From an optimization exercise on the open Yosys and OpenROAD flow, aimed at small area, a short achievable clock period and few clock cycles per item; shortcuts taken in it are not production practice.
No functional check of the RTL was part of any run shown here.

$ cat flow/design.v
module fm_3d_norm (
  i_s,
  i_e,
  i_f,
  o_b
);
    input         i_s;           
    input  [4:0]  i_e;           
    input  [16:0] i_f;           
    output [21:0] o_b;           
    wire        w_carry;        
    wire [3:0]  w_penc;         
    wire        w_c_zero;       
    wire        w_ce_zero;      
    wire [15:0] w_lshifted;     
    wire [4:0]  w_lshift_val;   
    wire [15:0] w_c_fraction;
    wire [15:0] w_c_frac;
    wire [4:0]  w_c_exp;        
    wire        w_c_sign;       
    wire [5:0]  w_incdec_out;   
    assign w_carry  = i_f[16];
    assign w_c_zero = (i_f == 17'h0);
    assign w_penc = f_prenc(i_f[15:0]);
    assign w_incdec_out = f_incdec(i_e, w_penc, w_carry);
    assign  w_lshift_val = w_penc;
    assign w_lshifted = i_f[15:0] << w_lshift_val;
    assign w_c_frac = (w_carry) ? i_f[16:1] : w_lshifted;
    assign w_c_exp = (w_c_zero|w_incdec_out[5]) ? 5'h0 : w_incdec_out[4:0];
    assign w_ce_zero = (w_c_exp == 5'h0);
    assign w_c_sign = i_s & !w_ce_zero;
    assign w_c_fraction = (w_ce_zero) ? 16'h0 : w_c_frac;
    assign o_b = {w_c_sign, w_c_exp, w_c_fraction};
function [3:0] f_prenc;
  input [15:0] mat;
  begin
    if (mat[15] == 1'b1) begin
      f_prenc = 4'h0;
    end else if (mat[14] == 1'b1) begin
      f_prenc = 4'h1;
    end else if (mat[13] == 1'b1) begin
      f_prenc = 4'h2;
    end else if (mat[12] == 1'b1) begin
      f_prenc = 4'h3;
    end else if (mat[11] == 1'b1) begin
      f_prenc = 4'h4;
    end else if (mat[10] == 1'b1) begin
      f_prenc = 4'h5;
    end else if (mat[9] == 1'b1) begin
      f_prenc = 4'h6;
    end else if (mat[8] == 1'b1) begin
      f_prenc = 4'h7;
    end else if (mat[7] == 1'b1) begin
      f_prenc = 4'h8;
    end else if (mat[6] == 1'b1) begin
      f_prenc = 4'h9;
    end else if (mat[5] == 1'b1) begin
      f_prenc = 4'ha;
    end else if (mat[4] == 1'b1) begin
      f_prenc = 4'hb;
    end else if (mat[3] == 1'b1) begin
      f_prenc = 4'hc;
    end else if (mat[2] == 1'b1) begin
      f_prenc = 4'hd;
    end else if (mat[1] == 1'b1) begin
      f_prenc = 4'he;
    end else begin
      f_prenc = 4'hf;
    end
  end
endfunction
function [5:0] f_incdec;
  input [4:0] a;
  input [3:0] b;
  input       inc;
  reg   [5:0] r_inc;
  reg   [5:0] r_dec;
  reg         r_1f_flag;
  begin
    r_1f_flag = (a == 5'h1f);
    r_inc = a + !r_1f_flag;
    r_dec = a - b;
    f_incdec = (inc) ? r_inc : r_dec;
  end
endfunction
endmodule
module fm_3d_fadd_c (
  i_a,
  i_b,
  i_adsb,
  o_c
);
    input  [21:0] i_a;
    input  [21:0] i_b;
    input         i_adsb;    
    output [21:0] o_c;
    wire         w_a_sign = i_a[21];
    wire [4:0]   w_a_exp  = i_a[20:16];
    wire [15:0]  w_a_fraction = i_a[15:0];
    wire         w_b_sign = i_b[21];
    wire [4:0]   w_b_exp  = i_b[20:16];
    wire [15:0]  w_b_fraction = i_b[15:0];
    wire        w_mag_frac = (w_a_fraction <= w_b_fraction);
    wire        w_mag_exp = (w_a_exp <= w_b_exp);
    wire [4:0]  w_exp_l = (w_mag_exp) ? w_b_exp : w_a_exp;
    wire [4:0]  w_amb = w_a_exp - w_b_exp;
    wire [4:0]  w_bma = w_b_exp - w_a_exp;
    wire [4:0]  w_ex0 = (w_mag_exp) ? w_bma : w_amb;
    wire        w_mag = (w_ex0 == 5'b0) ? w_mag_frac : w_mag_exp;
    wire [15:0] w_f0 = (!w_mag) ? w_a_fraction : w_b_fraction;
    wire        w_sign = (w_mag == 1'b0) ? w_a_sign : (i_adsb ^ w_b_sign);
    wire        w_sub = ((w_a_sign ^ w_b_sign) & !i_adsb) |
                        (!(w_a_sign ^ w_b_sign) & i_adsb);
    wire [15:0] w_f1_sa = w_a_fraction >> w_ex0;
    wire [15:0] w_f1_sb = w_b_fraction >> w_ex0;
    wire [15:0] w_f1t = (w_mag) ? w_f1_sa : w_f1_sb;
    wire [16:0] w_mats = (!w_sub) ? (w_f0 + w_f1t) : (w_f0 - w_f1t);
    fm_3d_norm norm (
        .i_s(w_sign),
        .i_e(w_exp_l),
        .i_f(w_mats),
        .o_b(o_c)
    );
endmodule
module fm_3d_fsub3 (
  clk_core,
  i_en,
  i_a,
  i_b,
  o_n,
  o_one,
  o_two,
  o_c
);
    input         clk_core;
    input         i_en;
    input  [20:0] i_a;
    input  [20:0] i_b;
    output [21:0] o_n;       
    output        o_one;     
    output        o_two;     
    output [21:0] o_c;       
    wire [4:0]   w_a_exp  = i_a[20:16];
    wire [15:0]  w_a_fraction = i_a[15:0];
    wire [4:0]   w_b_exp  = i_b[20:16];
    wire [15:0]  w_b_fraction = i_b[15:0];
    wire        w_mag_frac = (w_a_fraction <= w_b_fraction);
    wire        w_mag_exp = (w_a_exp <= w_b_exp);
    wire [4:0]  w_exp_l = (w_mag_exp) ? w_b_exp : w_a_exp;
    wire [4:0]  w_amb = w_a_exp - w_b_exp;
    wire [4:0]  w_bma = w_b_exp - w_a_exp;
    wire [4:0]  w_ex0 = (w_mag_exp) ? w_bma : w_amb;
    wire        w_mag = (w_ex0 == 5'b0) ? w_mag_frac : w_mag_exp;
    reg         r_sign1;
    reg  [4:0]  r_exp1;
    reg  [4:0]  r_ex0;
    reg  [15:0] r_f0;
    reg  [15:0] r_f1;
    reg         r_sign2;
    reg  [4:0]  r_exp2;
    reg  [16:0] r_mats;
    reg  [21:0] r_c;
    always @(posedge clk_core) begin
        if (i_en) begin
            r_sign1 <= w_mag;
            r_exp1 <= w_exp_l;
            r_ex0 <= w_ex0;
            r_f0 <= w_mag ? w_b_fraction : w_a_fraction;
            r_f1 <= w_mag ? w_a_fraction : w_b_fraction;
        end
    end
    wire [15:0] w_f1t = r_f1 >> r_ex0;
    always @(posedge clk_core) begin
        if (i_en) begin
            r_sign2 <= r_sign1;
            r_exp2 <= r_exp1;
            r_mats <= {1'b0, r_f0} - {1'b0, w_f1t};
        end
    end
    fm_3d_norm norm (
        .i_s(r_sign2),
        .i_e(r_exp2),
        .i_f(r_mats),
        .o_b(o_n)
    );
    always @(posedge clk_core) begin
        if (i_en) r_c <= o_n;
    end
    wire        w_carry = r_mats[16];
    wire [3:0]  w_pe = f_prenc(r_mats[15:0]);
    wire [15:0] w_m1 = r_mats[15:0] - 16'h1;
    wire        w_pow2 = ((r_mats[15:0] & w_m1) == 16'h0);
    assign o_one = (r_mats == 17'h0) | (!w_carry & (r_exp2 <= {1'b0, w_pe}));
    assign o_two = w_carry ? ((r_mats[15:1] == 15'h0) & (r_exp2 == 5'd14)) :
                             ((r_mats[15:0] != 16'h0) & w_pow2 &
                              (r_exp2 == {1'b0, w_pe} + 5'd15));
function [3:0] f_prenc;
  input [15:0] mat;
  integer i;
  begin
    f_prenc = 4'hf;
    for (i = 1; i < 16; i = i + 1)
      if (mat[i]) f_prenc = 4'd15 - i[3:0];
  end
endfunction
    assign o_c = r_c;
endmodule
module fm_3d_fsub1_c (
  i_a,
  o_c
);
    input  [20:0] i_a;
    output [20:0] o_c;
    wire [4:0]  w_e = i_a[20:16];
    wire [15:0] w_f = i_a[15:0];
    wire [15:0] w_d15 = {1'b0, w_f[14:0]};
    wire [3:0]  w_pe = f_prenc(w_d15);
    wire [4:0]  w_e15 = 5'd15 - {1'b0, w_pe};
    wire [15:0] w_f15 = w_d15 << w_pe;
    wire        w_z15 = (w_d15 == 16'h0) | (w_e15 == 5'd0);
    wire [4:0]  w_k = w_e - 5'd15;
    wire [15:0] w_sh = 16'h8000 >> w_k;
    wire [15:0] w_dh = w_f - w_sh;
    wire [20:0] w_rh = w_dh[15] ? {w_e, w_dh} : {w_e - 5'd1, w_dh[14:0], 1'b0};
    assign o_c = (w_e < 5'd15) ? 21'h0 :
                 (w_e == 5'd15) ? (w_z15 ? 21'h0 : {w_e15, w_f15}) :
                                  w_rh;
function [3:0] f_prenc;
  input [15:0] mat;
  integer i;
  begin
    f_prenc = 4'hf;
    for (i = 1; i < 16; i = i + 1)
      if (mat[i]) f_prenc = 4'd15 - i[3:0];
  end
endfunction
endmodule
module fm_3d_fadd05_c (
  i_a,
  o_c
);
    input  [20:0] i_a;
    output [20:0] o_c;
    wire [4:0]  w_e = i_a[20:16];
    wire [15:0] w_f = i_a[15:0];
    wire [4:0]  w_s = 5'd14 - w_e;
    wire [15:0] w_fl = 16'h8000 | (w_f >> w_s);
    wire [4:0]  w_k = w_e - 5'd14;
    wire [16:0] w_sum = {1'b0, w_f} + {1'b0, 16'h8000 >> w_k};
    wire [4:0]  w_ei = w_e + {4'd0, (w_e != 5'h1f)};
    wire [20:0] w_rh = w_sum[16] ? {w_ei, w_sum[16:1]} : {w_e, w_sum[15:0]};
    assign o_c = (w_e == 5'd0) ? {5'd14, 16'h8000} :
                 (w_e < 5'd14) ? {5'd14, w_fl} : w_rh;
endmodule
module fm_3d_fmul (
  clk_core,
  i_en,
  i_a,
  i_b,
  o_c
);
    input         clk_core;
    input         i_en;
    input  [21:0] i_a;
    input  [21:0] i_b;
    output [21:0] o_c;
    reg           r_sign_1z;
    reg    [23:0] r_h;
    reg    [15:0] r_l;
    reg    [4:0]  r_ce_tmp_1z;
    wire [4:0]  w_a_exp = i_a[20:16];
    wire [15:0] w_a_fraction = i_a[15:0];
    wire [4:0]  w_b_exp = i_b[20:16];
    wire [15:0] w_b_fraction = i_b[15:0];
    wire [5:0]  w_exp_add = w_a_exp + w_b_exp;
    wire [5:0]  w_adder_out = w_exp_add -  4'hf;
    wire [4:0]  w_ce_tmp = (w_exp_add < 5'hf) ? 5'h00 :
                           (w_adder_out[5])   ? 5'h1f :
                                                w_adder_out[4:0];
    wire [23:0] w_h = w_a_fraction * w_b_fraction[15:8];
    wire [23:0] w_l = w_a_fraction * w_b_fraction[7:0];
    always @(posedge clk_core) begin
        if (i_en) begin
            r_sign_1z <= i_a[21] ^ i_b[21];
            r_h <= w_h;
            r_l <= w_l[23:8];
            r_ce_tmp_1z <= w_ce_tmp;
        end
    end
    wire [24:0] w_x = {1'b0, r_h} + {9'h0, r_l} + 25'd64;
    wire [16:0] w_cf_tmp2 = w_x[23:7];
    wire        w_carry = w_cf_tmp2[16];
    wire [4:0]  w_ce = (w_cf_tmp2 == 17'h0) ? 5'h0 :
                       (w_carry & (r_ce_tmp_1z != 5'h1f)) ? r_ce_tmp_1z + 5'h1 :
                                                           r_ce_tmp_1z;
    wire [15:0] w_cf = w_carry ? w_cf_tmp2[16:1] : w_cf_tmp2[15:0];
    assign o_c = (w_ce == 5'h0) ? 22'h0 : {r_sign_1z, w_ce, w_cf};
endmodule
module fm_3d_frcp_rom (
  i_a,
  o_c
);
    input  [6:0]  i_a;
    output [31:0] o_c;
    wire   [4095:0] w_tab = {
        32'h40400080, 32'h40810081, 32'h40c20082, 32'h41040083, 32'h41460084, 32'h41890085, 32'h41cc0086, 32'h42100087,
        32'h42540088, 32'h429a008a, 32'h42df008b, 32'h4325008c, 32'h436c008d, 32'h43b3008e, 32'h43fb008f, 32'h44440091,
        32'h448d0092, 32'h44d70093, 32'h45210094, 32'h456c0095, 32'h45b80097, 32'h46040098, 32'h46510099, 32'h469e009b,
        32'h46ed009c, 32'h473c009d, 32'h478b009f, 32'h47dc00a0, 32'h482d00a2, 32'h487e00a3, 32'h48d100a4, 32'h492400a6,
        32'h497800a7, 32'h49cd00a9, 32'h4a2200aa, 32'h4a7900ac, 32'h4ad000ae, 32'h4b2700af, 32'h4b8000b1, 32'h4bda00b2,
        32'h4c3400b4, 32'h4c8f00b6, 32'h4ceb00b8, 32'h4d4800b9, 32'h4da600bb, 32'h4e0400bd, 32'h4e6400bf, 32'h4ec400c0,
        32'h4f2600c2, 32'h4f8800c4, 32'h4fec00c6, 32'h505000c8, 32'h50b500ca, 32'h511b00cc, 32'h518300ce, 32'h51eb00d0,
        32'h525400d2, 32'h52bf00d4, 32'h532a00d7, 32'h539700d9, 32'h540500db, 32'h547400dd, 32'h54e400e0, 32'h555500e2,
        32'h55c700e4, 32'h563b00e7, 32'h56b000e9, 32'h572600ec, 32'h579d00ee, 32'h581600f1, 32'h588f00f3, 32'h590b00f6,
        32'h598700f9, 32'h5a0500fb, 32'h5a8400fe, 32'h5b050101, 32'h5b870104, 32'h5c0b0107, 32'h5c90010a, 32'h5d17010d,
        32'h5d9f0110, 32'h5e290113, 32'h5eb40116, 32'h5f410119, 32'h5fd0011d, 32'h60600120, 32'h60f20123, 32'h61860127,
        32'h621b012a, 32'h62b2012e, 32'h634c0132, 32'h63e70136, 32'h64830139, 32'h6522013d, 32'h65c30141, 32'h66660145,
        32'h670b0149, 32'h67b2014d, 32'h685b0152, 32'h69060156, 32'h69b4015a, 32'h6a63015f, 32'h6b150164, 32'h6bca0168,
        32'h6c80016d, 32'h6d3a0172, 32'h6df50177, 32'h6eb3017c, 32'h6f740181, 32'h70380186, 32'h70fe018c, 32'h71c70191,
        32'h72920197, 32'h7361019d, 32'h743201a2, 32'h750701a8, 32'h75de01af, 32'h76b901b5, 32'h779701bb, 32'h787801c2,
        32'h795c01c8, 32'h7a4401cf, 32'h7b3001d6, 32'h7c1f01dd, 32'h7d1101e5, 32'h7e0701ec, 32'h7f0101f4, 32'h800001fc
    };
    assign o_c = w_tab[{i_a, 5'd0} +: 32];
endmodule
module fm_3d_frcp (
  clk_core,
  i_en,
  i_a,
  o_c,
  o_zero
);
    input         clk_core;
    input         i_en;
    input  [21:0] i_a;
    output [21:0] o_c;
    output        o_zero;
    reg    [21:0] r_c;
    reg           r_zo;
    reg           r_a_sign;
    reg    [4:0]  r_ce_tmp;
    reg           r_zero_flag;
    reg    [15:0] r_base;
    reg    [7:0]  r_corr;
    wire   [4:0]  w_a_exp = i_a[20:16];
    wire   [15:0] w_a_fraction = i_a[15:0];
    wire   [31:0] w_rom_out;
    wire   [15:0] w_rom_base = w_rom_out[31:16];    
    wire   [8:0]  w_rom_diff = w_rom_out[8:0];      
    wire   [7:0]  w_fl = w_a_fraction[7:0];
    wire [10:0] w_by = {2'b00, w_fl, 1'b0};
    wire [2:0]  w_bd0 = w_by[2:0];
    wire [2:0]  w_bd1 = w_by[4:2];
    wire [2:0]  w_bd2 = w_by[6:4];
    wire [2:0]  w_bd3 = w_by[8:6];
    wire [2:0]  w_bd4 = w_by[10:8];
    wire        w_bn0 = w_bd0[2] & ~(w_bd0[1] & w_bd0[0]);
    wire        w_bo0 = w_bd0[1] ^ w_bd0[0];
    wire        w_bt0 = (w_bd0 == 3'b100) | (w_bd0 == 3'b011);
    wire [10:0] w_bx0 = (({11{w_bo0}} & {2'b00, w_rom_diff}) |
                          ({11{w_bt0}} & {1'b0, w_rom_diff, 1'b0})) ^ {11{w_bn0}};
    wire [16:0] w_br0 = {5'b0, ~w_bn0, w_bx0} << 0;
    wire        w_bn1 = w_bd1[2] & ~(w_bd1[1] & w_bd1[0]);
    wire        w_bo1 = w_bd1[1] ^ w_bd1[0];
    wire        w_bt1 = (w_bd1 == 3'b100) | (w_bd1 == 3'b011);
    wire [10:0] w_bx1 = (({11{w_bo1}} & {2'b00, w_rom_diff}) |
                          ({11{w_bt1}} & {1'b0, w_rom_diff, 1'b0})) ^ {11{w_bn1}};
    wire [16:0] w_br1 = {5'b0, ~w_bn1, w_bx1} << 2;
    wire        w_bn2 = w_bd2[2] & ~(w_bd2[1] & w_bd2[0]);
    wire        w_bo2 = w_bd2[1] ^ w_bd2[0];
    wire        w_bt2 = (w_bd2 == 3'b100) | (w_bd2 == 3'b011);
    wire [10:0] w_bx2 = (({11{w_bo2}} & {2'b00, w_rom_diff}) |
                          ({11{w_bt2}} & {1'b0, w_rom_diff, 1'b0})) ^ {11{w_bn2}};
    wire [16:0] w_br2 = {5'b0, ~w_bn2, w_bx2} << 4;
    wire        w_bn3 = w_bd3[2] & ~(w_bd3[1] & w_bd3[0]);
    wire        w_bo3 = w_bd3[1] ^ w_bd3[0];
    wire        w_bt3 = (w_bd3 == 3'b100) | (w_bd3 == 3'b011);
    wire [10:0] w_bx3 = (({11{w_bo3}} & {2'b00, w_rom_diff}) |
                          ({11{w_bt3}} & {1'b0, w_rom_diff, 1'b0})) ^ {11{w_bn3}};
    wire [16:0] w_br3 = {5'b0, ~w_bn3, w_bx3} << 6;
    wire        w_bn4 = w_bd4[2] & ~(w_bd4[1] & w_bd4[0]);
    wire        w_bo4 = w_bd4[1] ^ w_bd4[0];
    wire        w_bt4 = (w_bd4 == 3'b100) | (w_bd4 == 3'b011);
    wire [10:0] w_bx4 = (({11{w_bo4}} & {2'b00, w_rom_diff}) |
                          ({11{w_bt4}} & {1'b0, w_rom_diff, 1'b0})) ^ {11{w_bn4}};
    wire [16:0] w_br4 = {5'b0, ~w_bn4, w_bx4} << 8;
    wire [16:0] w_bnr = ({16'b0, w_bn0} << 0) | ({16'b0, w_bn1} << 2) | ({16'b0, w_bn2} << 4) | ({16'b0, w_bn3} << 6) | ({16'b0, w_bn4} << 8);
    wire [16:0] w_rom_correct = w_br0 + w_br1 + w_br2 + w_br3 + w_br4 + w_bnr + 17'h15800;
    always @(posedge clk_core) begin
        if (i_en) begin
            r_a_sign <= i_a[21];
            r_ce_tmp <= 5'h1e - w_a_exp;
            r_zero_flag <= (w_a_exp == 5'h0);
            r_base <= w_rom_base;
            r_corr <= w_rom_correct[16:9];
        end
    end
    wire   [15:0] w_cf_tmp = r_base - {8'h0, r_corr};
    wire          w_sh = !w_cf_tmp[15];
    wire   [5:0]  w_ce = {1'b0, r_ce_tmp} - {5'h0, w_sh};
    wire          w_cz = w_ce[5] | (w_ce[4:0] == 5'h0);
    wire   [15:0] w_cf = w_sh ? {w_cf_tmp[14:0], 1'b0} : w_cf_tmp;
    wire   [21:0] w_c = w_cz ? 22'h0 : {r_a_sign, w_ce[4:0], w_cf};
    always @(posedge clk_core) begin
        if (i_en) begin
            r_c <= (r_zero_flag) ? 22'h0 : w_c;
            r_zo <= r_zero_flag;
        end
    end
    fm_3d_frcp_rom frcp_rom (
        .i_a(w_a_fraction[14:8]),
        .o_c(w_rom_out)
    );
    assign o_c = r_c;
    assign o_zero = r_zo;
endmodule
module fm_3d_ru_outline_setup (
    clk_core,
    rst_x,
    i_aa_en,
    i_valid,
    o_ack,
    i_vtx0_x,
    i_vtx0_y,
    i_vtx1_x,
    i_vtx1_y,
    i_vtx2_x,
    i_vtx2_y,
    o_valid,
    o_is_first,
    o_is_second,
    o_aa_mode,
    o_idle,
    o_start_x_e0,
    o_start_x_05_e0,
    o_start_y_e0,
    o_end_y_e0,
    o_delta_e0,
    o_delta_t_e0,
    o_delta_a_e0,
    o_start_x_e1,
    o_start_x_05_e1,
    o_start_y_e1,
    o_end_y_e1,
    o_delta_e1,
    o_delta_t_e1,
    o_delta_a_e1,
    o_start_x_e2,
    o_start_x_05_e2,
    o_start_y_e2,
    o_end_y_e2,
    o_delta_e2,
    o_delta_t_e2,
    o_delta_a_e2,
    i_ack
);
    input         clk_core;
    input         rst_x;
    input         i_aa_en;
    input         i_valid;
    output        o_ack;
    input  [20:0] i_vtx0_x;
    input  [20:0] i_vtx0_y;
    input  [20:0] i_vtx1_x;
    input  [20:0] i_vtx1_y;
    input  [20:0] i_vtx2_x;
    input  [20:0] i_vtx2_y;
    output        o_is_first;
    output        o_is_second;
    output        o_valid;
    output        o_aa_mode;
    output        o_idle;
    output [20:0] o_start_x_e0;
    output [20:0] o_start_x_05_e0;
    output [20:0] o_start_y_e0;
    output [20:0] o_end_y_e0;
    output [21:0] o_delta_e0;
    output [21:0] o_delta_t_e0;
    output [21:0] o_delta_a_e0;
    output [20:0] o_start_x_e1;
    output [20:0] o_start_x_05_e1;
    output [20:0] o_start_y_e1;
    output [20:0] o_end_y_e1;
    output [21:0] o_delta_e1;
    output [21:0] o_delta_t_e1;
    output [21:0] o_delta_a_e1;
    output [20:0] o_start_x_e2;
    output [20:0] o_start_x_05_e2;
    output [20:0] o_start_y_e2;
    output [20:0] o_end_y_e2;
    output [21:0] o_delta_e2;
    output [21:0] o_delta_t_e2;
    output [21:0] o_delta_a_e2;
    input         i_ack;
    localparam [21:0] W_10 = 22'h0f8000;
    localparam [21:0] W_05 = 22'h0e8000;
    reg    [2:0]  r_ph;         
    reg           r_stall;
    reg           r_fv;         
    reg           r_v1, r_rec1, r_aa1, r_oaa1;
    reg           r_rec2, r_aa2, r_oaa2;
    reg    [1:0]  r_pend;       
    reg           r_aa_mode;
    reg    [2:0]  r_cnt;        
    reg           r_idle;
    reg           r_nph1_dy, r_nph2_dy, r_nph0_dx, r_nph2_dx, r_nph2_cu;
    wire          w_adv = !r_stall;
    wire          w_ph0 = r_ph[0];
    wire          w_ph1 = r_ph[1];
    wire          w_ph2 = r_ph[2];
    reg    [20:0] r1_v0x, r1_v1x, r1_v2x, r1_v0y, r1_v1y, r1_v2y;
    reg           r1_isf, r1_iss;
    reg    [20:0] r2_v1x, r2_v2x, r2_v0y, r2_v1y, r2_v2y;
    reg           r2_isf, r2_iss;
    reg    [21:0] r_rcb, r_rcc, r_rcd;
    reg           r_zb, r_zc, r_zd;
    reg    [21:0] r_dla, r_dlb;
    reg    [20:0] o_sx2, o_sy2, o_sx1, o_sy1;
    reg    [20:0] o_ey0, o_ey1, o_x052, o_x051;
    reg    [21:0] o_dl0, o_dl1, o_dl2;
    reg    [21:0] o_rc0, o_rc1, o_rc2;
    reg           o_z0, o_z1, o_z2;
    reg           o_isf, o_iss;
    wire   [20:0] w_dy_a = !r_nph1_dy ? i_vtx1_y : i_vtx0_y;
    wire   [20:0] w_dy_b = !r_nph2_dy ? i_vtx1_y : i_vtx2_y;
    wire   [21:0] w_dy;
    wire   [21:0] w_dy_n;
    wire          w_dy_one, w_dy_two;
    fm_3d_fsub3 u_dy (
        .clk_core(clk_core),
        .i_en(w_adv),
        .i_a(w_dy_a),
        .i_b(w_dy_b),
        .o_n(w_dy_n),
        .o_one(w_dy_one),
        .o_two(w_dy_two),
        .o_c(w_dy)
    );
    wire          w_isf = (i_vtx2_y != i_vtx1_y);
    wire          w_iss = (i_vtx1_y != i_vtx0_y);
    wire          w_one_line = w_dy_one;
    wire          w_two_line = w_dy_two;
    wire          w_cancel = w_one_line | (w_two_line & w_isf & !i_aa_en);
    wire          w_only_aa = w_two_line & w_isf & i_aa_en;
    reg           r_ack;        
    reg           r_ov;         
    assign o_ack = r_ack;
    wire          w_accept = o_ack & i_valid;
    wire   [21:0] w_rc;
    wire          w_rz;
    fm_3d_frcp u_rcp (
        .clk_core(clk_core),
        .i_en(w_adv),
        .i_a(w_dy),
        .o_c(w_rc),
        .o_zero(w_rz)
    );
    wire   [20:0] w_dx_a = !r_nph2_dx ? i_vtx0_x : !r_nph0_dx ? r1_v1x : r1_v0x;
    wire   [20:0] w_dx_b = !r_nph2_dx ? i_vtx2_x : !r_nph0_dx ? r1_v2x : r1_v1x;
    wire   [21:0] w_dx;
    wire   [21:0] w_dx_n;
    fm_3d_fsub3 u_dx (
        .clk_core(clk_core),
        .i_en(w_adv),
        .i_a(w_dx_a),
        .i_b(w_dx_b),
        .o_n(w_dx_n),
        .o_one(),
        .o_two(),
        .o_c(w_dx)
    );
    wire   [21:0] w_dl;
    fm_3d_fmul u_mul (
        .clk_core(clk_core),
        .i_en(w_adv),
        .i_a(w_dx),
        .i_b(w_rc),
        .o_c(w_dl)
    );
    wire   [20:0] w_ey, w_x05;
    reg    [20:0] r_ey0, r_x052;
    fm_3d_fsub1_c  u_ey  (.i_a(!r_nph2_cu ? r2_v1y : r2_v0y), .o_c(w_ey));
    fm_3d_fadd05_c u_x05 (.i_a(!r_nph2_cu ? r2_v1x : r2_v2x), .o_c(w_x05));
    wire          w_f1 = w_adv & w_ph2;     
    wire          w_wr = w_f1 & r_rec2;     
    always @(posedge clk_core) begin
        if (w_f1) begin
            r1_v0x <= i_vtx0_x;
            r1_v1x <= i_vtx1_x;
            r1_v2x <= i_vtx2_x;
            r1_v0y <= i_vtx0_y;
            r1_v1y <= i_vtx1_y;
            r1_v2y <= i_vtx2_y;
            r1_isf <= w_isf;
            r1_iss <= w_iss;
            r2_v1x <= r1_v1x;
            r2_v2x <= r1_v2x;
            r2_v0y <= r1_v0y;
            r2_v1y <= r1_v1y;
            r2_v2y <= r1_v2y;
            r2_isf <= r1_isf;
            r2_iss <= r1_iss;
        end
        if (w_adv & w_ph1) begin
            r_ey0 <= w_ey;
            r_x052 <= w_x05;
        end
        if (w_adv) begin
            r_rcb <= w_rc;
            r_rcc <= r_rcb;
            r_rcd <= r_rcc;
            r_zb <= w_rz;
            r_zc <= r_zb;
            r_zd <= r_zc;
            r_dla <= w_dl;
            r_dlb <= r_dla;
        end
        if (w_wr) begin
            o_sx2 <= r2_v2x;
            o_sy2 <= r2_v2y;
            o_sx1 <= r2_v1x;
            o_sy1 <= r2_v1y;
            o_ey0 <= r_ey0;
            o_ey1 <= w_ey;
            o_x052 <= r_x052;
            o_x051 <= w_x05;
            o_dl0 <= r_dlb;
            o_dl1 <= r_dla;
            o_dl2 <= w_dl;
            o_rc0 <= r_rcd;
            o_rc1 <= r_rcc;
            o_rc2 <= r_rcb;
            o_z0 <= r_zd;
            o_z1 <= r_zc;
            o_z2 <= r_zb;
            o_isf <= r2_isf;
            o_iss <= r2_iss;
        end
    end
    wire   [2:0]  w_ph_n = w_adv ? {r_ph[1:0], r_ph[2]} : r_ph;
    wire          w_rec2_n = w_f1 ? r_rec1 : r_rec2;
    wire          w_take = o_valid & i_ack;
    wire   [1:0]  w_pend_n = w_wr ? (r_oaa2 ? 2'd1 : r_aa2 ? 2'd2 : 2'd1) :
                             w_take ? r_pend - 2'd1 : r_pend;
    wire          w_stall_n = w_ph_n[2] & w_rec2_n & (w_pend_n != 2'd0);
    wire          w_fv_n = (w_adv & w_ph0) ? i_valid : r_fv;
    wire          w_last = w_take & (r_pend == 2'd1);
    wire   [2:0]  w_cnt_n = r_cnt + {2'b0, (w_accept & !w_cancel)} - {2'b0, w_last};
    always @(posedge clk_core or negedge rst_x) begin
        if (~rst_x) begin
            r_ph <= 3'b001;
            r_nph1_dy <= 1'b1;
            r_nph2_dy <= 1'b1;
            r_nph0_dx <= 1'b0;
            r_nph2_dx <= 1'b1;
            r_nph2_cu <= 1'b1;
            r_stall <= 1'b0;
            r_ack <= 1'b0;
            r_ov <= 1'b0;
            r_fv <= 1'b0;
            r_v1 <= 1'b0;
            r_rec1 <= 1'b0;
            r_aa1 <= 1'b0;
            r_oaa1 <= 1'b0;
            r_rec2 <= 1'b0;
            r_aa2 <= 1'b0;
            r_oaa2 <= 1'b0;
            r_pend <= 2'd0;
            r_aa_mode <= 1'b0;
            r_cnt <= 3'd0;
            r_idle <= 1'b1;
        end else begin
            r_ph <= w_ph_n;
            r_nph1_dy <= !w_ph_n[1];
            r_nph2_dy <= !w_ph_n[2];
            r_nph0_dx <= !w_ph_n[0];
            r_nph2_dx <= w_ph_n[0] | w_ph_n[1];
            r_nph2_cu <= w_ph_n[0] ^ w_ph_n[1];
            r_stall <= w_stall_n;
            r_ack <= w_ph_n[2] & w_fv_n & !w_stall_n;
            r_ov <= (w_pend_n != 2'd0);
            r_fv <= w_fv_n;
            if (w_f1) begin
                r_v1 <= r_fv;
                r_rec1 <= r_fv & !w_cancel;
                r_aa1 <= i_aa_en;
                r_oaa1 <= w_only_aa;
                r_rec2 <= r_rec1;
                r_aa2 <= r_aa1;
                r_oaa2 <= r_oaa1;
            end
            r_pend <= w_pend_n;
            if (w_wr) r_aa_mode <= r_oaa2;
            else if (w_take) r_aa_mode <= 1'b1;
            r_cnt <= w_cnt_n;
            r_idle <= !((i_valid & !w_accept) | (w_cnt_n != 3'd0));
        end
    end
    assign o_valid = r_ov;
    assign o_aa_mode = r_aa_mode;
    assign o_idle = r_idle;
    assign o_is_first = o_isf;
    assign o_is_second = o_iss;
    assign o_start_x_e0 = o_sx2;
    assign o_start_x_05_e0 = o_x052;
    assign o_start_y_e0 = o_sy2;
    assign o_end_y_e0 = o_ey0;
    assign o_delta_e0 = o_dl0;
    assign o_delta_t_e0 = o_rc0;
    assign o_delta_a_e0 = o_z0 ? 22'h0 : W_05;
    assign o_start_x_e1 = o_sx2;
    assign o_start_x_05_e1 = o_x052;
    assign o_start_y_e1 = o_sy2;
    assign o_end_y_e1 = o_ey1;
    assign o_delta_e1 = o_dl1;
    assign o_delta_t_e1 = o_rc1;
    assign o_delta_a_e1 = o_z1 ? 22'h0 : W_05;
    assign o_start_x_e2 = o_sx1;
    assign o_start_x_05_e2 = o_x051;
    assign o_start_y_e2 = o_sy1;
    assign o_end_y_e2 = o_ey0;
    assign o_delta_e2 = o_dl2;
    assign o_delta_t_e2 = o_rc2;
    assign o_delta_a_e2 = o_z2 ? 22'h0 : W_05;
endmodule
$ cat flow/flow/run.sh
#!/bin/bash
# The standard layout (standard.sh: the standard flow's own synthesis and ORFS steps),
# with plain buf_1 cells as the port buffers instead of the delay buffers
# buffer_ports picks by default. Every port still gets its own buffer.
set -euo pipefail
export BUFFER_PORTS_ARGS="-buffer_cell sky130_fd_sc_hd__buf_1"
bash standard.sh > standard.log 2>&1
$ cat flow/standard.sh
#!/bin/bash
# synth_recipe.tcl (not shown) runs the flow's synth.tcl, then flattens the netlist and writes it again
# the make line also repeats each setting of config.mk as NAME=value (left out here)
make -C /OpenROAD-flow-scripts/flow DESIGN_CONFIG=/design/flow/config.mk WORK_HOME=/design/flow/orfs CLKGATE_MAP_FILE= SYNTH_SCRIPT=/design/flow/synth_recipe.tcl "${@:-finish}"
$ cat flow/config.mk
export PLATFORM = sky130hd
export DESIGN_NAME = fm_3d_ru_outline_setup
export DESIGN_NICKNAME = fm_3d_ru_outline_setup
export VERILOG_FILES = /design/flow/design.v
export SDC_FILE = /design/flow/constraint.sdc
export NUM_CORES = 4
export LEC_CHECK = 0
export ABC_AREA = 1
export CAP_MARGIN = 20
export CORE_MARGIN = 2
export CORE_UTILIZATION = 40
export CTS_BUF_LIST = sky130_fd_sc_hd__clkbuf_4 sky130_fd_sc_hd__clkbuf_8
export PLACE_DENSITY = 0.6
export SETUP_SLACK_MARGIN = 5
export SLEW_MARGIN = 20
$ cat flow/constraint.sdc
create_clock -name core_clock -period 10.0 [get_ports {clk_core}]
set_input_delay 2.0000 -clock core_clock [delete_from_list [all_inputs] [get_ports {clk_core}]]
set_output_delay 2.0000 -clock core_clock [all_outputs]
set_load 0.01 [all_outputs]
==> flow_summary.yaml, run 1 <==
clock_network:
  htreeDepth: 4
  clkTransAtPathRegs_ps: 60
  tritoncts: "done"
  cts_root_buffer: "clkbuf_8"
  cts.sinks: 995
  cts-hold-fix-buffers: 0
  cts_buffers: 169
  cts_buffer_depth: 3
  worstSkewPairLatency_ps: 940
finish:
  finish.instance_area_sq_mm: 0.0711
  fin_cells: 9204
  drive_above_1_share_pct: 12.6
  nFillCells: 14600
  fin_nets: 7714
  area_growth_pct: 16.6
timing:
  tightest_slew_ps: 1090
  timing.final.crit_share_pct: 70.0
  fin_crit_ps: 7000
  rsz0062_at_grt: "true"
  finClkSkew_ps: 64.5
  setup_ws_ps: 3000
  hold_viol_final: 0
  max_freq_ghz: 0.143
  drv_slew: 0
  slew-limit-headroom_pct: 26.4
  whs_ps: 399
  setup_viol: 0
placed_design:
  placed_area_sq_mm: 0.0641
  io_buffers: 532
  gp_congestion: 0.927
  dp.cells: 8656
  dp_hpwl_mm: 126
  pre_cts_ws_ps: 1820
detailed_routing:
  drtPass1Iterations: 7
  routedWlPerCell_microns: 18.5
  drc: 0
  wl_mm: 171
  drt_iter0_markers: 3482
  via_per_inst: 5.09
  drtAntennaViolNets: 0
  vias: 46800
grt:
  grt_pass1_vias: 45100
  track_usage_pct: 21.3
  overflow: 0
  antenna_found_initial: 7
  grt_max_degree: 170
  grt_pass1_wl_mm: 260
floorplanning:
  dieWidth_microns: 394
  coreArea_sq_mm: 0.152
  initial_core_util_pct: 40.2
  dieArea_sq_mm: 0.156
  rows: 143
  fp.dieH_microns: 394
  ios: 587
synth:
  synth_edf_count: 970
  avgSynthCellArea_sq_um: 9.57
  synth.area.top_cells: "edfxtp_1 48%, nand2_1 8.6%, ha_1 7.0%, fa_1 6.5%, inv_1 5.4%"
  synth.distinct_cells: 71
  netlist_instances: 6370
  seq_area_frac_synth_pct: 48.8
  yosys_most_used_dff: "edfxtp_1"
  netlist.area_leader.share_pct: 47.8
  yosys_warnings: 6
  ys_seq_elements: 995
  syn_area_sq_mm: 0.0610
  async_flop_share_pct: 2.51
  yosys.area.top_type: "edfxtp_1"
worst_setup_path:
  slowest_delay_ps: 390
  critPathKind: "flop to flop"
  path_buf_inv: 44
  cp-start-kind: "flop"
  critPathArrivalTime_ps: 7600
  worst_path_most_repeated_cell: "buf_4"
  cp-end-kind: "flop"
  crit_fanout: 6
  required_ps: 10600
  slowest_stage: "ha_4"
  critical_path.top_delay_family: "buffers and inverters"
worst_hold_path:
  hp-class: "flop to flop"
run_status:
  status: "no timing/DRC/antenna violations"
job:
  max-cap-violations: 0
## layout by cell type, fill, tap and decap left out, drive strengths merged, types with 7 or more instances in the layout
master    instances
mux2i            12
a21oi           304
a31oi            37
a21o             11
o31ai            13
dfrtp            19
conb             54
mux2              9
edfxtp          970
xnor2            77
fa              199
inv             892
ha              343
a22oi            10
nor2            326
nand4            36
o22ai            48
a21boi           11
clkinv           76
o21ai           509
o221ai           11
a211oi           18
nand2          1409
clkbuf          219
nand3           334
clkinvlp         10
or2              50
a32o              7
o211ai           36
xor2            142
o2111ai           7
bufinv            7
buf             811
o21bai           13
nor3             52
o21a             19
nor4             20
## cells by family after synthesis
group                      synth area share (%)
muxes                                     0.363
xor gates and xnor gates                   3.16
DFF                                        48.8
other                                   0.00615
and+or+nand+nor                            15.2
adders and majority gates                  13.6
buffers and inverters                      8.90
AOI/OAI and AO/OA                          10.0
## Yosys cell counts, drive strengths merged, types with 12 or more instances
library cell,instances
nand4,36
nand3,334
o21ai,509
nand2,1408
dfrtp,19
nor3,52
o21a,19
xor2,142
a31oi,37
or2,50
xnor2,77
edfxtp,970
nor4,20
inv,886
fa,199
clkbuf,171
clkinv,15
nor2,326
buf,199
mux2i,12
a211oi,18
o211ai,36
a21oi,304
o22ai,48
o31ai,13
o21bai,13
ha,343
## per-layer routing
metal | part of all wire [%] | routed length [microns] | track usage, % | up-vias
met5 | 0.0070 | 12 | 0 | -
li1 | - | - | - | 22600
met2 | 49 | 83300 | 36.1 | 1499
met4 | 3.0 | 5200 | 6.99 | 2
met1 | 43 | 72800 | 27.9 | 22400
met3 | 5.5 | 9330 | 3.09 | 349
## flip-flops by register name (all words and copies together), names as in the netlist, 22 cells and up
name,flops
u_mul.r_h,24
o_dl0,22
o_dl1,22
o_dl2,22
o_rc0,22
o_rc1,22
o_rc2,22
r_dla,22
r_dlb,22
r_rcb,22
r_rcc,22
r_rcd,22
u_dx.r_c,22
u_rcp.r_c,22
## per-stage QoR
stage | setup TNS [ps] | utilization [%]
after floorplan | -12540 | -
after global placement | 0 | 42.2
after global routing | 0 | 46.9
after detailed placement | 0 | 42.2
after CTS | 0 | 45.8
final | 0 | 46.9
## repair_timing
action                                  in CTS  in global routing
gates cloned                                 3                  0
endpoints found under the setup margin     185                201
resized for setup                          169                219
pin swaps                                   49                 85
setup buffers                              162                 79
## layout make-up
| type | count | area, sq um | area share [%] |
|---|---|---|---|
| well taps | 2030 | 2540 | 3.57 |
| repair inverters | 1 | 5.00 | 0.00704 |
| diodes | 5 | 12.5 | 0.0176 |
| flip-flops and latches | 995 | 29800 | 41.9 |
| multi-input cells | 4158 | 27400 | 38.6 |
| clock buffers | 216 | 2700 | 3.80 |
| clock inverters | 83 | 768 | 1.08 |
| repair buffers | 815 | 4430 | 6.23 |
| inverters | 901 | 3450 | 4.85 |
## worst paths after layout
path	from	endpoint	slack, ps	depth (start not counted)
min reg2reg	r1_v0y[10]$_DFFE_PP_	r2_v0y[10]$_DFFE_PP_	400	0
min	r1_v0y[10]$_DFFE_PP_	r2_v0y[10]$_DFFE_PP_	400	0
max	u_dy.r_c[9]$_SDFFCE_PP0N_	u_rcp.r_base[5]$_DFFE_PN_	3000	49
min in group asynchronous	rst_x	r_nph0_dx$_DFF_PN0_	1100	1
max in group asynchronous	rst_x	r_ph[1]$_DFF_PN0_	8390	1
max reg2reg	u_dy.r_c[9]$_SDFFCE_PP0N_	u_rcp.r_base[5]$_DFFE_PN_	3000	49
==> inputs of run 2 (changes only) <==
--- a/flow/design.v
+++ b/flow/design.v
@@ -267,4 +267,3 @@
     reg           r_sign_1z;
-    reg    [23:0] r_h;
-    reg    [15:0] r_l;
+    reg    [16:0] r_cf;
     reg    [4:0]  r_ce_tmp_1z;
@@ -279,4 +278,68 @@
                                                 w_adder_out[4:0];
-    wire [23:0] w_h = w_a_fraction * w_b_fraction[15:8];
-    wire [23:0] w_l = w_a_fraction * w_b_fraction[7:0];
+    wire [18:0] w_y = {2'b00, w_b_fraction, 1'b0};
+    wire [2:0]  w_d0 = w_y[2:0];
+    wire        w_n0 = w_d0[2] & ~(w_d0[1] & w_d0[0]);
+    wire        w_o0 = w_d0[1] ^ w_d0[0];
+    wire        w_t0 = (w_d0 == 3'b100) | (w_d0 == 3'b011);
+    wire [17:0] w_x0 = (({18{w_o0}} & {2'b00, w_a_fraction}) |
+                         ({18{w_t0}} & {1'b0, w_a_fraction, 1'b0})) ^ {18{w_n0}};
+    wire [31:0] w_r0 = {13'b0, ~w_n0, w_x0} << 0;
+    wire [2:0]  w_d1 = w_y[4:2];
+    wire        w_n1 = w_d1[2] & ~(w_d1[1] & w_d1[0]);
+    wire        w_o1 = w_d1[1] ^ w_d1[0];
+    wire        w_t1 = (w_d1 == 3'b100) | (w_d1 == 3'b011);
+    wire [17:0] w_x1 = (({18{w_o1}} & {2'b00, w_a_fraction}) |
+                         ({18{w_t1}} & {1'b0, w_a_fraction, 1'b0})) ^ {18{w_n1}};
+    wire [31:0] w_r1 = {13'b0, ~w_n1, w_x1} << 2;
+    wire [2:0]  w_d2 = w_y[6:4];
+    wire        w_n2 = w_d2[2] & ~(w_d2[1] & w_d2[0]);
+    wire        w_o2 = w_d2[1] ^ w_d2[0];
+    wire        w_t2 = (w_d2 == 3'b100) | (w_d2 == 3'b011);
+    wire [17:0] w_x2 = (({18{w_o2}} & {2'b00, w_a_fraction}) |
+                         ({18{w_t2}} & {1'b0, w_a_fraction, 1'b0})) ^ {18{w_n2}};
+    wire [31:0] w_r2 = {13'b0, ~w_n2, w_x2} << 4;
+    wire [2:0]  w_d3 = w_y[8:6];
+    wire        w_n3 = w_d3[2] & ~(w_d3[1] & w_d3[0]);
+    wire        w_o3 = w_d3[1] ^ w_d3[0];
+    wire        w_t3 = (w_d3 == 3'b100) | (w_d3 == 3'b011);
+    wire [17:0] w_x3 = (({18{w_o3}} & {2'b00, w_a_fraction}) |
+                         ({18{w_t3}} & {1'b0, w_a_fraction, 1'b0})) ^ {18{w_n3}};
+    wire [31:0] w_r3 = {13'b0, ~w_n3, w_x3} << 6;
+    wire [2:0]  w_d4 = w_y[10:8];
+    wire        w_n4 = w_d4[2] & ~(w_d4[1] & w_d4[0]);
+    wire        w_o4 = w_d4[1] ^ w_d4[0];
+    wire        w_t4 = (w_d4 == 3'b100) | (w_d4 == 3'b011);
+    wire [17:0] w_x4 = (({18{w_o4}} & {2'b00, w_a_fraction}) |
+                         ({18{w_t4}} & {1'b0, w_a_fraction, 1'b0})) ^ {18{w_n4}};
+    wire [31:0] w_r4 = {13'b0, ~w_n4, w_x4} << 8;
+    wire [2:0]  w_d5 = w_y[12:10];
+    wire        w_n5 = w_d5[2] & ~(w_d5[1] & w_d5[0]);
+    wire        w_o5 = w_d5[1] ^ w_d5[0];
+    wire        w_t5 = (w_d5 == 3'b100) | (w_d5 == 3'b011);
+    wire [17:0] w_x5 = (({18{w_o5}} & {2'b00, w_a_fraction}) |
+                         ({18{w_t5}} & {1'b0, w_a_fraction, 1'b0})) ^ {18{w_n5}};
+    wire [31:0] w_r5 = {13'b0, ~w_n5, w_x5} << 10;
+    wire [2:0]  w_d6 = w_y[14:12];
+    wire        w_n6 = w_d6[2] & ~(w_d6[1] & w_d6[0]);
+    wire        w_o6 = w_d6[1] ^ w_d6[0];
+    wire        w_t6 = (w_d6 == 3'b100) | (w_d6 == 3'b011);
+    wire [17:0] w_x6 = (({18{w_o6}} & {2'b00, w_a_fraction}) |
+                         ({18{w_t6}} & {1'b0, w_a_fraction, 1'b0})) ^ {18{w_n6}};
+    wire [31:0] w_r6 = {13'b0, ~w_n6, w_x6} << 12;
+    wire [2:0]  w_d7 = w_y[16:14];
+    wire        w_n7 = w_d7[2] & ~(w_d7[1] & w_d7[0]);
+    wire        w_o7 = w_d7[1] ^ w_d7[0];
+    wire        w_t7 = (w_d7 == 3'b100) | (w_d7 == 3'b011);
+    wire [17:0] w_x7 = (({18{w_o7}} & {2'b00, w_a_fraction}) |
+                         ({18{w_t7}} & {1'b0, w_a_fraction, 1'b0})) ^ {18{w_n7}};
+    wire [31:0] w_r7 = {13'b0, ~w_n7, w_x7} << 14;
+    wire [2:0]  w_d8 = w_y[18:16];
+    wire        w_n8 = w_d8[2] & ~(w_d8[1] & w_d8[0]);
+    wire        w_o8 = w_d8[1] ^ w_d8[0];
+    wire        w_t8 = (w_d8 == 3'b100) | (w_d8 == 3'b011);
+    wire [17:0] w_x8 = (({18{w_o8}} & {2'b00, w_a_fraction}) |
+                         ({18{w_t8}} & {1'b0, w_a_fraction, 1'b0})) ^ {18{w_n8}};
+    wire [31:0] w_r8 = {13'b0, ~w_n8, w_x8} << 16;
+    wire [31:0] w_nr = ({31'b0, w_n0} << 0) | ({31'b0, w_n1} << 2) | ({31'b0, w_n2} << 4) | ({31'b0, w_n3} << 6) | ({31'b0, w_n4} << 8) | ({31'b0, w_n5} << 10) | ({31'b0, w_n6} << 12) | ({31'b0, w_n7} << 14) | ({31'b0, w_n8} << 16);
+    wire [31:0] w_pr = w_r0 + w_r1 + w_r2 + w_r3 + w_r4 + w_r5 + w_r6 + w_r7 + w_r8 + w_nr + 32'haaac4000;
     always @(posedge clk_core) begin
@@ -284,4 +347,3 @@
             r_sign_1z <= i_a[21] ^ i_b[21];
-            r_h <= w_h;
-            r_l <= w_l[23:8];
+            r_cf <= w_pr[31:15];
             r_ce_tmp_1z <= w_ce_tmp;
@@ -289,4 +351,3 @@
     end
-    wire [24:0] w_x = {1'b0, r_h} + {9'h0, r_l} + 25'd64;
-    wire [16:0] w_cf_tmp2 = w_x[23:7];
+    wire [16:0] w_cf_tmp2 = r_cf;
     wire        w_carry = w_cf_tmp2[16];
@@ -342,3 +403,4 @@
     reg    [15:0] r_base;
-    reg    [7:0]  r_corr;
+    reg    [8:0]  r_diff;
+    reg    [7:0]  r_a_frac_l;
     wire   [4:0]  w_a_exp = i_a[20:16];
@@ -346,43 +408,2 @@
     wire   [31:0] w_rom_out;
-    wire   [15:0] w_rom_base = w_rom_out[31:16];    
-    wire   [8:0]  w_rom_diff = w_rom_out[8:0];      
-    wire   [7:0]  w_fl = w_a_fraction[7:0];
-    wire [10:0] w_by = {2'b00, w_fl, 1'b0};
-    wire [2:0]  w_bd0 = w_by[2:0];
-    wire [2:0]  w_bd1 = w_by[4:2];
-    wire [2:0]  w_bd2 = w_by[6:4];
-    wire [2:0]  w_bd3 = w_by[8:6];
-    wire [2:0]  w_bd4 = w_by[10:8];
-    wire        w_bn0 = w_bd0[2] & ~(w_bd0[1] & w_bd0[0]);
-    wire        w_bo0 = w_bd0[1] ^ w_bd0[0];
-    wire        w_bt0 = (w_bd0 == 3'b100) | (w_bd0 == 3'b011);
-    wire [10:0] w_bx0 = (({11{w_bo0}} & {2'b00, w_rom_diff}) |
-                          ({11{w_bt0}} & {1'b0, w_rom_diff, 1'b0})) ^ {11{w_bn0}};
-    wire [16:0] w_br0 = {5'b0, ~w_bn0, w_bx0} << 0;
-    wire        w_bn1 = w_bd1[2] & ~(w_bd1[1] & w_bd1[0]);
-    wire        w_bo1 = w_bd1[1] ^ w_bd1[0];
-    wire        w_bt1 = (w_bd1 == 3'b100) | (w_bd1 == 3'b011);
-    wire [10:0] w_bx1 = (({11{w_bo1}} & {2'b00, w_rom_diff}) |
-                          ({11{w_bt1}} & {1'b0, w_rom_diff, 1'b0})) ^ {11{w_bn1}};
-    wire [16:0] w_br1 = {5'b0, ~w_bn1, w_bx1} << 2;
-    wire        w_bn2 = w_bd2[2] & ~(w_bd2[1] & w_bd2[0]);
-    wire        w_bo2 = w_bd2[1] ^ w_bd2[0];
-    wire        w_bt2 = (w_bd2 == 3'b100) | (w_bd2 == 3'b011);
-    wire [10:0] w_bx2 = (({11{w_bo2}} & {2'b00, w_rom_diff}) |
-                          ({11{w_bt2}} & {1'b0, w_rom_diff, 1'b0})) ^ {11{w_bn2}};
-    wire [16:0] w_br2 = {5'b0, ~w_bn2, w_bx2} << 4;
-    wire        w_bn3 = w_bd3[2] & ~(w_bd3[1] & w_bd3[0]);
-    wire        w_bo3 = w_bd3[1] ^ w_bd3[0];
-    wire        w_bt3 = (w_bd3 == 3'b100) | (w_bd3 == 3'b011);
-    wire [10:0] w_bx3 = (({11{w_bo3}} & {2'b00, w_rom_diff}) |
-                          ({11{w_bt3}} & {1'b0, w_rom_diff, 1'b0})) ^ {11{w_bn3}};
-    wire [16:0] w_br3 = {5'b0, ~w_bn3, w_bx3} << 6;
-    wire        w_bn4 = w_bd4[2] & ~(w_bd4[1] & w_bd4[0]);
-    wire        w_bo4 = w_bd4[1] ^ w_bd4[0];
-    wire        w_bt4 = (w_bd4 == 3'b100) | (w_bd4 == 3'b011);
-    wire [10:0] w_bx4 = (({11{w_bo4}} & {2'b00, w_rom_diff}) |
-                          ({11{w_bt4}} & {1'b0, w_rom_diff, 1'b0})) ^ {11{w_bn4}};
-    wire [16:0] w_br4 = {5'b0, ~w_bn4, w_bx4} << 8;
-    wire [16:0] w_bnr = ({16'b0, w_bn0} << 0) | ({16'b0, w_bn1} << 2) | ({16'b0, w_bn2} << 4) | ({16'b0, w_bn3} << 6) | ({16'b0, w_bn4} << 8);
-    wire [16:0] w_rom_correct = w_br0 + w_br1 + w_br2 + w_br3 + w_br4 + w_bnr + 17'h15800;
     always @(posedge clk_core) begin
@@ -392,7 +413,9 @@
             r_zero_flag <= (w_a_exp == 5'h0);
-            r_base <= w_rom_base;
-            r_corr <= w_rom_correct[16:9];
+            r_base <= w_rom_out[31:16];      
+            r_diff <= w_rom_out[8:0];        
+            r_a_frac_l <= w_a_fraction[7:0];
         end
     end
-    wire   [15:0] w_cf_tmp = r_base - {8'h0, r_corr};
+    wire   [16:0] w_rom_correct = r_diff * r_a_frac_l;
+    wire   [15:0] w_cf_tmp = r_base - {8'h0, w_rom_correct[16:9]};
     wire          w_sh = !w_cf_tmp[15];
@@ -504,3 +527,2 @@
     reg           r_idle;
-    reg           r_nph1_dy, r_nph2_dy, r_nph0_dx, r_nph2_dx, r_nph2_cu;
     wire          w_adv = !r_stall;
@@ -522,4 +544,4 @@
     reg           o_isf, o_iss;
-    wire   [20:0] w_dy_a = !r_nph1_dy ? i_vtx1_y : i_vtx0_y;
-    wire   [20:0] w_dy_b = !r_nph2_dy ? i_vtx1_y : i_vtx2_y;
+    wire   [20:0] w_dy_a = w_ph1 ? i_vtx1_y : i_vtx0_y;
+    wire   [20:0] w_dy_b = w_ph2 ? i_vtx1_y : i_vtx2_y;
     wire   [21:0] w_dy;
@@ -556,4 +578,4 @@
     );
-    wire   [20:0] w_dx_a = !r_nph2_dx ? i_vtx0_x : !r_nph0_dx ? r1_v1x : r1_v0x;
-    wire   [20:0] w_dx_b = !r_nph2_dx ? i_vtx2_x : !r_nph0_dx ? r1_v2x : r1_v1x;
+    wire   [20:0] w_dx_a = w_ph2 ? i_vtx0_x : w_ph0 ? r1_v1x : r1_v0x;
+    wire   [20:0] w_dx_b = w_ph2 ? i_vtx2_x : w_ph0 ? r1_v2x : r1_v1x;
     wire   [21:0] w_dx;
@@ -580,4 +602,4 @@
     reg    [20:0] r_ey0, r_x052;
-    fm_3d_fsub1_c  u_ey  (.i_a(!r_nph2_cu ? r2_v1y : r2_v0y), .o_c(w_ey));
-    fm_3d_fadd05_c u_x05 (.i_a(!r_nph2_cu ? r2_v1x : r2_v2x), .o_c(w_x05));
+    fm_3d_fsub1_c  u_ey  (.i_a(w_ph2 ? r2_v1y : r2_v0y), .o_c(w_ey));
+    fm_3d_fadd05_c u_x05 (.i_a(w_ph2 ? r2_v1x : r2_v2x), .o_c(w_x05));
     wire          w_f1 = w_adv & w_ph2;     
@@ -650,7 +672,2 @@
             r_ph <= 3'b001;
-            r_nph1_dy <= 1'b1;
-            r_nph2_dy <= 1'b1;
-            r_nph0_dx <= 1'b0;
-            r_nph2_dx <= 1'b1;
-            r_nph2_cu <= 1'b1;
             r_stall <= 1'b0;
@@ -672,7 +689,2 @@
             r_ph <= w_ph_n;
-            r_nph1_dy <= !w_ph_n[1];
-            r_nph2_dy <= !w_ph_n[2];
-            r_nph0_dx <= !w_ph_n[0];
-            r_nph2_dx <= w_ph_n[0] | w_ph_n[1];
-            r_nph2_cu <= w_ph_n[0] ^ w_ph_n[1];
             r_stall <= w_stall_n;
--- a/flow/config.mk
+++ b/flow/config.mk
@@ -11,3 +11,2 @@
 export CORE_UTILIZATION = 40
-export CTS_BUF_LIST = sky130_fd_sc_hd__clkbuf_4 sky130_fd_sc_hd__clkbuf_8
 export PLACE_DENSITY = 0.6
==> run 2 against run 1 <==
Against the previous run:
- synthesized area is 3.9% lower
- still clean on timing, DRC and antenna
- worst hold slack gained 0.77 ps
- die area is 3.9% lower
- flip-flop and latch count is 19 lower
==> flow_summary.yaml, run 2 <==
run_status:
  status: "no timing/DRC/antenna violations"
detailed_routing:
  drtPass1Iterations: 6
  via_per_inst: 5.24
  wl_met1_mm: 74.1
  wl_met2_mm: 81.6
  drtAntennaViolNets: 0
  vias: 44800
  top_layer: "met5"
  drc: 0
  routedWlPerCell_microns: 20.0
  met3_length_mm: 9.93
  drt_iter0_markers: 3916
  wl_mm: 171
floorplanning:
  dieWidth_microns: 387
  fp.dieH_microns: 387
  initial_core_util_pct: 40.2
  dieArea_sq_mm: 0.150
  rows: 140
  coreArea_sq_mm: 0.146
  ios: 587
synth:
  synth_edf_count: 956
  synth_common_cells: "1135 x nand2_1, 956 x edfxtp_1, 730 x inv_1"
  yosys_warnings: 6
  yosys.area.top_type: "edfxtp_1"
  ys_seq_elements: 976
  netlist.area_leader.share_pct: 49.0
  netlist_instances: 5946
  avgSynthCellArea_sq_um: 9.85
  post-synth-top-count-cell: "nand2_1"
  async_flop_share_pct: 2.05
  synth.distinct_cells: 79
  synth.area.top_cells: "edfxtp_1 49%, nand2_1 7.3%, ha_1 6.7%, fa_1 5.5%, inv_1 4.7%"
  seq_area_frac_synth_pct: 49.9
  yosys_most_used_dff: "edfxtp_1"
  syn_area_sq_mm: 0.0586
finish:
  final_cell_mix: "1111 x nand2_1, 956 x edfxtp_1, 687 x inv_1"
  multi_input_area_sq_mm: 0.0265
  drive_above_1_share_pct: 12.3
  fin_nets: 7142
  area_growth_pct: 17.5
  mostFrequentLayoutCell: "nand2_1"
  nFillCells: 13500
  register_area_sq_mm: 0.0292
timing:
  fin_setup_tns_ps: 0
  setup_ws_ps: 2990
  fin_crit_ps: 7010
  max_freq_ghz: 0.143
  drv_slew: 0
  finClkSkew_ps: 70.4
  hold_viol_final: 0
  rsz0062_at_grt: "true"
  tightest_slew_ps: 1070
  slew-limit-headroom_pct: 28.5
  timing.final.crit_share_pct: 70.1
  whs_ps: 399
  setup_viol: 0
placed_design:
  pre_cts_ws_ps: 1610
  io_buffers: 532
  dp_hpwl_mm: 124
  gp_congestion: 0.951
worst_hold_path:
  hp-class: "flop to flop"
worst_setup_path:
  crit_fanout: 6
  cp-end-kind: "flop"
  slowest_stage: "fa_1"
  critPathArrivalTime_ps: 7580
  critPathKind: "flop to flop"
  rrSetupSlack_ps: 2990
  cp-start-kind: "flop"
  required_ps: 10570
  slowest_delay_ps: 550
clock_network:
  clkTransAtPathRegs_ps: 60
  cts_buffer_depth: 3
  cts.sinks: 976
  htreeDepth: 3
  tritoncts: "done"
  cts_buffers: 105
  cts-hold-fix-buffers: 0
  worstSkewPairLatency_ps: 750
  cts_root_buffer: "clkbuf_16"
grt:
  overflow: 0
  grt_pass1_wl_mm: 257
  antenna_found_initial: 8
  grt_pass1_vias: 43100
  track_usage_pct: 21.9
  grt_max_degree: 164
job:
  max-cap-violations: 0
-- run 2: worst paths after layout --
| check | start | end | cells after the start |
|---|---|---|---|
| min reg2reg | r1_v1y[17]$_DFFE_PP_ | r2_v1y[17]$_DFFE_PP_ | 0 |
| min in group asynchronous | rst_x | r_rec2$_DFF_PN0_ | 2 |
| max in group asynchronous | rst_x | r_ph[0]$_DFFE_PN1N_ | 2 |
| max | u_rcp.r_diff[4]$_DFFE_PN_ | u_rcp.r_c[7]$_SDFFCE_PP0N_ | 41 |
| min | r1_v1y[17]$_DFFE_PP_ | r2_v1y[17]$_DFFE_PP_ | 0 |
| max reg2reg | u_rcp.r_diff[4]$_DFFE_PN_ | u_rcp.r_c[7]$_SDFFCE_PP0N_ | 41 |
-- run 2: through the flow --
stage               util (%)  std cells  instance area [sq um]
floorplan                  -       5999                  59200
finish                  47.3       8540                  68800
detailed placement      42.5       8138                  61800
CTS                     46.3       8468                  67300
global route            47.3       8538                  68800
global placement        42.5       8138                  61800
-- run 2: layout make-up --
class	count	share of cell area, %
flip-flops and latches	976	42.5
multi-input cells	3915	38.5
repair buffers	776	6.03
inverters	760	4.34
clock buffers	121	3.93
well taps	1917	3.49
clock inverters	70	1.27
diodes	4	0.0145
repair inverters	1	0.0127
-- run 2: cells by family (layout without fill, tap and decap cells) --
family,count (synthesis),after routing,share of synthesized area [%]
and+or+nand+nor,1996,1998,14.4
buffers and inverters,1110,1728,8.32
AOI/OAI and AO/OA,1090,1090,10.7
DFF,976,976,49.9
adders and majority gates,476,476,12.2
xor gates and xnor gates,276,276,4.18
muxes,21,21,0.361
other,1,58,0.00640
-- run 2: timing repair --
action	4_1_cts	5_1_grt
resized for setup	195	166
pin swaps	95	79
cloned	1	5
setup buffers	138	62
setup endpoints to repair	204	197
-- run 2: worst max-delay path: cells and delay by family (launching register included) --
| kind | cells | cell delay (ps) |
|---|---|---|
| and+or+nand+nor | 13 | 1440 |
| AOI/OAI and AO/OA | 10 | 1290 |
| buffers and inverters | 8 | 610 |
| adders and majority gates | 8 | 2780 |
| DFF | 1 | 460 |
| xor gates and xnor gates | 2 | 260 |
-- run 2: routing by layer --
metal	track usage (%)	up-vias
met5	0	-
met4	6.82	2
li1	-	21300
met1	29.8	21600
met2	36.6	1577
met3	2.76	322
==> inputs of run 3 (changes only) <==
--- a/flow/design.v
+++ b/flow/design.v
@@ -418,4 +418,4 @@
     end
-    wire   [16:0] w_rom_correct = r_diff * r_a_frac_l;
-    wire   [15:0] w_cf_tmp = r_base - {8'h0, w_rom_correct[16:9]};
+    wire   [24:0] w_t = {r_base, 9'h0} + 25'd511 - r_diff * r_a_frac_l;
+    wire   [15:0] w_cf_tmp = w_t[24:9];
     wire          w_sh = !w_cf_tmp[15];
==> run 3 against run 2 <==
Against the previous run:
- still clean on timing, DRC and antenna
- clock skew fell by 0.75 ps
- register-to-register slack worse by 660 ps
- fmax down 8.6%
- sequential share of layout area about the same
- worst hold slack improved by 2.7 ps
- non-clock buffer count rose by 12
- wire length decreased by 0.94%
- synthesized area grew 0.18%
- core utilization decreased by 0.085 points
- highest routed layer unchanged
==> flow_summary.yaml, run 3 <==
run_status:
  status: "no timing/DRC/antenna violations"
synth:
  synth_common_cells: "1102 x nand2_1, 956 x edfxtp_1, 741 x inv_1"
  async_flop_share_pct: 2.05
  synth.distinct_cells: 79
  yosys_warnings: 6
  syn_area_sq_mm: 0.0587
  post-synth-top-count-cell: "nand2_1"
  synth.area.top_cells: "edfxtp_1 49%, ha_1 7.1%, nand2_1 7.0%, fa_1 5.5%, inv_1 4.7%"
  yosys.area.top_type: "edfxtp_1"
  ys_seq_elements: 976
  seq_area_frac_synth_pct: 49.8
  netlist.area_leader.share_pct: 48.9
  synth_edf_count: 956
  yosys_most_used_dff: "edfxtp_1"
  avgSynthCellArea_sq_um: 9.89
  netlist_instances: 5934
timing:
  setup_viol: 0
  fin_setup_tns_ps: 0
  slew-limit-headroom_pct: 22.3
  max_freq_ghz: 0.130
  tightest_slew_ps: 1170
  drv_slew: 0
  setup_ws_ps: 2330
  fin_crit_ps: 7670
  whs_ps: 402
  timing.final.crit_share_pct: 76.7
  hold_viol_final: 0
  finClkSkew_ps: 69.6
  rsz0062_at_grt: "true"
finish:
  area_growth_pct: 17.2
  fin_nets: 7163
  finish.instance_area_sq_mm: 0.0688
  final_cell_mix: "1078 x nand2_1, 956 x edfxtp_1, 693 x inv_1"
  fin_cells: 8549
  finish.utilization_pct: 47.2
  drive_above_1_share_pct: 12.1
  mostFrequentLayoutCell: "nand2_1"
floorplanning:
  fp.dieH_microns: 387
  ios: 587
  initial_core_util_pct: 40.3
  dieWidth_microns: 387
  coreArea_sq_mm: 0.146
  rows: 140
  dieArea_sq_mm: 0.150
grt:
  overflow: 0
  grt_pass1_wl_mm: 255
  grt_max_degree: 160
  grt_pass1_vias: 42900
  antenna_found_initial: 14
  track_usage_pct: 21.8
placed_design:
  placed_area_sq_mm: 0.0619
  pre_cts_ws_ps: 1610
  io_buffers: 532
  dp.cells: 8125
  dp_hpwl_mm: 123
  gp_congestion: 0.930
detailed_routing:
  routedWlPerCell_microns: 19.8
  vias: 44600
  via_per_inst: 5.22
  drc: 0
  drtPass1Iterations: 6
  drtAntennaViolNets: 0
  met3_length_mm: 9.91
  wl_met2_mm: 82.0
  wl_met1_mm: 72.9
  top_layer: "met5"
  drt_iter0_markers: 3822
  wl_mm: 170
worst_setup_path:
  critPathKind: "flop to flop"
  crit_fanout: 7
  slowest_delay_ps: 540
  worst_path_most_repeated_cell: "buf_4"
  required_ps: 10420
  cp-start-kind: "flop"
  critPathArrivalTime_ps: 8090
  slowest_stage: "edfxtp_1"
  cp-end-kind: "flop"
clock_network:
  worstSkewPairLatency_ps: 770
  cts.sinks: 976
  cts_buffers: 105
  tritoncts: "done"
  cts-hold-fix-buffers: 0
  cts_root_buffer: "clkbuf_16"
  clkTransAtPathRegs_ps: 60
  cts_buffer_depth: 3
  htreeDepth: 3
worst_hold_path:
  hp-class: "flop to flop"
job:
  max-cap-violations: 0
[run 3: final timing paths]
kind | to | from | cells past startpoint | slack, ps
max | u_rcp.r_c[14]$_SDFFCE_PP0N_ | u_rcp.r_a_frac_l[2]$_DFFE_PN_ | 42 | 2330
min | o_x052[3]$_DFFE_PP_ | r_x052[3]$_DFFE_PP_ | 0 | 400
max reg2reg | u_rcp.r_c[14]$_SDFFCE_PP0N_ | u_rcp.r_a_frac_l[2]$_DFFE_PN_ | 42 | 2330
min reg2reg | o_x052[3]$_DFFE_PP_ | r_x052[3]$_DFFE_PP_ | 0 | 400
max in group asynchronous | r_idle$_DFF_PN1_ | rst_x | 2 | 8470
min in group asynchronous | r_ph[1]$_DFFE_PN0N_ | rst_x | 2 | 1240
[run 3: cell type report]
type	count	area (sq um)
Fill cell	13600	77000
Sequential cell	976	29200
Multi-Input combinational cell	3886	26200
Timing Repair Buffer	788	4230
Inverter	780	3060
Clock buffer	112	2650
Tap cell	1917	2400
Clock inverter	84	977
Antenna cell	6	15.0
[run 3: logic make-up (layout without fill, tap and decap cells)]
family / Yosys count / count (layout) / synth area share [%]
other cells: 1 / 60 / 0.00639
xor+xnor: 292 / 292 / 4.39
compound gates: 1066 / 1066 / 10.5
flops: 976 / 976 / 49.8
buf+inv: 1130 / 1764 / 8.45
simple gates: 1955 / 1960 / 14.0
mux: 19 / 19 / 0.335
fa+ha+maj: 495 / 495 / 12.6
[run 3: critical path: cells and delay by family, from the launching register on]
family / cells / cell delay, ps
flip-flops: 1 / 540
buffers and inverters: 17 / 1950
AO/OA/AOI/OAI: 9 / 1360
adder cells (fa/ha/maj): 7 / 2730
AND/OR/NAND/NOR: 7 / 530
XOR/XNOR: 2 / 310
[run 3: per-layer routing]
metal  GRT usage (%)  vias up
met5               0        -
met4            6.11        4
met2            36.6     1508
met1            29.2    21600
met3            3.11      270
li1                -    21200
[run 3: what timing repair did]
item                       CTS  global route
cloned                       4             3
resized for setup          177           158
setup endpoints to repair  194           205
pin swaps                   67            59
setup buffers              161            54

[static timing again, ports no longer ideal]
How much do the figures lean on ideal ports? The routed layouts below were timed once more, with nothing changed but the port constraints.
Step 1: set_driving_cell puts a clkbuf_16 on clk_core and a buf_2 on each other input, an assumption about the parent block.
Step 2 adds t to the input delays and takes it off the output delays; t is the mean of the earliest and latest rising clock arrival at the registers after step 1. Input paths then give back, and output paths get back, about the clock's delay inside the block.
Three values: ideal, step 1, step 2; two values: the first two.
| run | t, ns | setup WS [ns] | worst setup path after step 2 | clock arrival spread, ns | worst data-port slew with drivers (ns) |
|---|---|---|---|---|---|
| run 1 | 0.992 | 3.000 / 3.000 / 3.000 | register to register | 0.077 / 0.076 | 0.17 |
| run 2 | 0.796 | 2.990 / 2.990 / 2.990 | register to register | 0.096 / 0.096 | 0.18 |
| run 3 | 0.791 | 2.331 / 2.331 / 2.331 | register to register | 0.090 / 0.089 | 0.15 |
After both steps every run listed still meets setup and hold.
